This design comes from an exercise in tuning for small area, a short achievable clock period and few clock cycles on the open sky130 flow, not from production work.
In this exercise RTL edits were held to simulation tests only and were not proved equivalent to the original.

// GSIM
module GSIM ( clk, reset, in_en, b_in, out_valid, x_out, iter_cnt);
input   clk ;
input   reset;
input   in_en;
output  out_valid;
input   [15:0]  b_in;
output  [31:0]  x_out;
output  [9:0]   iter_cnt;
localparam WS = 49;      
localparam WA = 55;      
reg  [WS*16-1:0] S;      
reg  [16*16-1:0] B;      
reg  [3:0]       ph;     
reg  [3:0]       phb, phc;  
reg  [3*2*4-1:0] mkc;    
reg  [9:0]       nst;    
reg  [9:0]       ndone;  
reg              done;
reg  [1:0]       osel;   
reg  [3:0]       act;    
reg  [3:0]       fq;     
reg  [3:0]       acc;    
reg  [WA*4-1:0]  RS, RC; 
reg  [6*4-1:0]   msk;    
reg  [7*4-1:0]   grp;    
assign out_valid = done;
assign iter_cnt  = ndone;
wire gs = (ph[1:0] == 2'd0) && (ph[3:2] == nst[1:0] + 2'd1) && !nst[9] && !done;
wire [3:0] phn = reset ? 4'd0 : ph + 4'd1;
wire [3:0] phbn = reset ? 4'd0 : phb + 4'd1;
wire [3:0] phcn = reset ? 4'd0 : phc + 4'd1;
wire [3*2*4-1:0] mkc_n;
wire [WS*4-1:0] nv;
wire [WA*4-1:0] RS_n, RC_n;
wire [6*4-1:0]  msk_n;
wire [7*4-1:0]  grp_n;
wire [3:0] now_v, row15, row1, cq;
genvar g;
generate for (g = 0; g < 4; g = g + 1) begin : u
    wire [3:0] row = ph + 4*g;           
    wire [3:0] rn  = phn + 4*g;          
    wire [3:0] rnn = rn + 4'd1;          
    assign msk_n[6*g +: 6] = {2'b00, rnn >= 4'd3, rnn >= 4'd2, rnn <= 4'd14, rnn <= 4'd13};
    wire [WS-1:0] cur = S[WS*(4*g)             +: WS];
    wire [WS-1:0] sm2 = S[WS*((4*g + 14) % 16) +: WS];
    wire [WS-1:0] sm1 = S[WS*((4*g + 15) % 16) +: WS];
    wire [WS-1:0] sp2 = S[WS*((4*g + 2) % 16)  +: WS];
    wire [WS-1:0] sp3 = S[WS*((4*g + 3) % 16)  +: WS];
    wire [15:0]   bn  = B[16*((4*g + 1) % 16)  +: 16];
    wire [3:0] rnb = phbn + 4*g;
    wire [3:0] rnc = phcn + 4*g;
    assign mkc_n[6*g +: 6] = {rnc >= 4'd1, rnc <= 4'd12, rnb >= 4'd1, rnb <= 4'd12, rn >= 4'd1, rn <= 4'd12};
    wire [WS-1:0] e1  = {{17{mkc[6*g + 5]}}, {16{mkc[6*g + 3]}}, {16{mkc[6*g + 1]}}};
  ...
export LEC_CHECK = 0
export CAP_MARGIN = 20
export CORE_MARGIN = 2
export CORE_UTILIZATION = 50
export PLACE_DENSITY = 0.6
export SLEW_MARGIN = 20
create_clock -name core_clock -period 20.0 [get_ports {clk}]
standard.sh (not shown) runs the stock make flow with config.mk's settings and CLKGATE_MAP_FILE= SYNTH_SCRIPT=/design/flow/synth_recipe.tcl, a recipe that flattens the netlist after the stock synthesis.
==> flow/flow/run.sh <==
#!/bin/bash
# Layout flow: the standard synthesis and layout, with two changes.
# 1. After the standard synthesis, fixinv.py flips the polarity of full-adder
#    cells where that removes inverters (a full adder is self-dual); the logic
#    function and every register stay as they are.
# 2. The layout's timing repair aims for extra setup slack (SETUP_SLACK_MARGIN 8.5)
#    so that the achieved period shrinks; constraints are unchanged.
# Each tool's output goes to a log file of its own in this folder.
set -euo pipefail
R=orfs/results/${FLOW_PLATFORM:-sky130hd}/GSIM/base
bash standard.sh synth > synth.log 2>&1
python3 flow/fixinv.py $R/1_2_yosys.v $R/1_2_yosys_fixinv.v > fixinv.log 2>&1
cp $R/1_2_yosys.v $R/1_2_yosys_orig.v
cp $R/1_2_yosys_fixinv.v $R/1_2_yosys.v
touch $R/1_2_yosys.v
bash standard.sh finish SETUP_SLACK_MARGIN=8.5 > layout.log 2>&1
Other scripts of this flow, unchanged in this note and not shown: flow/flow/fixinv.py
Testbench counts at the start, summed over its fixed seeds: cycles 32,524.
==> next run, changes <==
--- a/flow/flow/run.sh
+++ b/flow/flow/run.sh
@@ -4,5 +4,5 @@
 #    cells where that removes inverters (a full adder is self-dual); the logic
 #    function and every register stay as they are.
-# 2. The layout's timing repair aims for extra setup slack (SETUP_SLACK_MARGIN 8.5)
+# 2. The layout's timing repair aims for extra setup slack (SETUP_SLACK_MARGIN 9)
 #    so that the achieved period shrinks; constraints are unchanged.
 # Each tool's output goes to a log file of its own in this folder.
@@ -14,3 +14,3 @@
 cp $R/1_2_yosys_fixinv.v $R/1_2_yosys.v
 touch $R/1_2_yosys.v
-bash standard.sh finish SETUP_SLACK_MARGIN=8.5 > layout.log 2>&1
+bash standard.sh finish SETUP_SLACK_MARGIN=9 > layout.log 2>&1
Settings changed: CORE_UTILIZATION 50 to 40, CTS_BUF_LIST set to sky130_fd_sc_hd__clkbuf_8, PLACE_DENSITY 0.6 to 0.5.
Wire length rose by 12%; sequential share of layout area fell by 0.71 points; maximum frequency rose by 0.98%; global-route usage fell by 3.9 points; critical path depth rose by 3; via count rose by 1.5%; final area rose by 4.9%; setup slack improves by 0.11 ns; clock skew rose by 0.034 ns.
==> next run, changes <==
--- a/flow/flow/run.sh
+++ b/flow/flow/run.sh
@@ -4,5 +4,5 @@
 #    cells where that removes inverters (a full adder is self-dual); the logic
 #    function and every register stay as they are.
-# 2. The layout's timing repair aims for extra setup slack (SETUP_SLACK_MARGIN 9)
+# 2. The layout's timing repair aims for extra setup slack (SETUP_SLACK_MARGIN 8)
 #    so that the achieved period shrinks; constraints are unchanged.
 # Each tool's output goes to a log file of its own in this folder.
@@ -14,3 +14,3 @@
 cp $R/1_2_yosys_fixinv.v $R/1_2_yosys.v
 touch $R/1_2_yosys.v
-bash standard.sh finish SETUP_SLACK_MARGIN=9 > layout.log 2>&1
+bash standard.sh finish SETUP_SLACK_MARGIN=8 > layout.log 2>&1
Settings changed: CTS_BUF_LIST sky130_fd_sc_hd__clkbuf_8 to not set.
Outcome: The changed run produced a clean layout; synthesized cell count is unchanged; utilization is lower by 2.7 points; design area is lower by 5.7%.

## static timing again, ports no longer ideal
The flow's constraints put no driver on any port. The routed layouts listed below were extracted and timed again, unchanged, in two steps. Step 1: set_driving_cell puts a clkbuf_16 on clk and a buf_2 on each other input, an assumption about the parent block. Step 2 also shifts input and output timing later by t, the mid clock arrival at the registers, as if the neighbouring blocks saw the same clock. Three values: no drivers, after step 1, after step 2; two values: the first two.
run | t (ns) | setup slack, ns | worst setup path at the end | latest minus earliest clock arrival (ns)
the first run | 0.999 | 8.553 / 8.553 / 8.553 | register to register | 0.120 / 0.120
the second run | 1.157 | 8.663 / 8.663 / 8.663 | register to register | 0.152 / 0.153
the third run | 1.004 | 8.240 / 8.240 / 8.240 | register to register | 0.090 / 0.090
After both steps setup and hold are still met in every run listed.
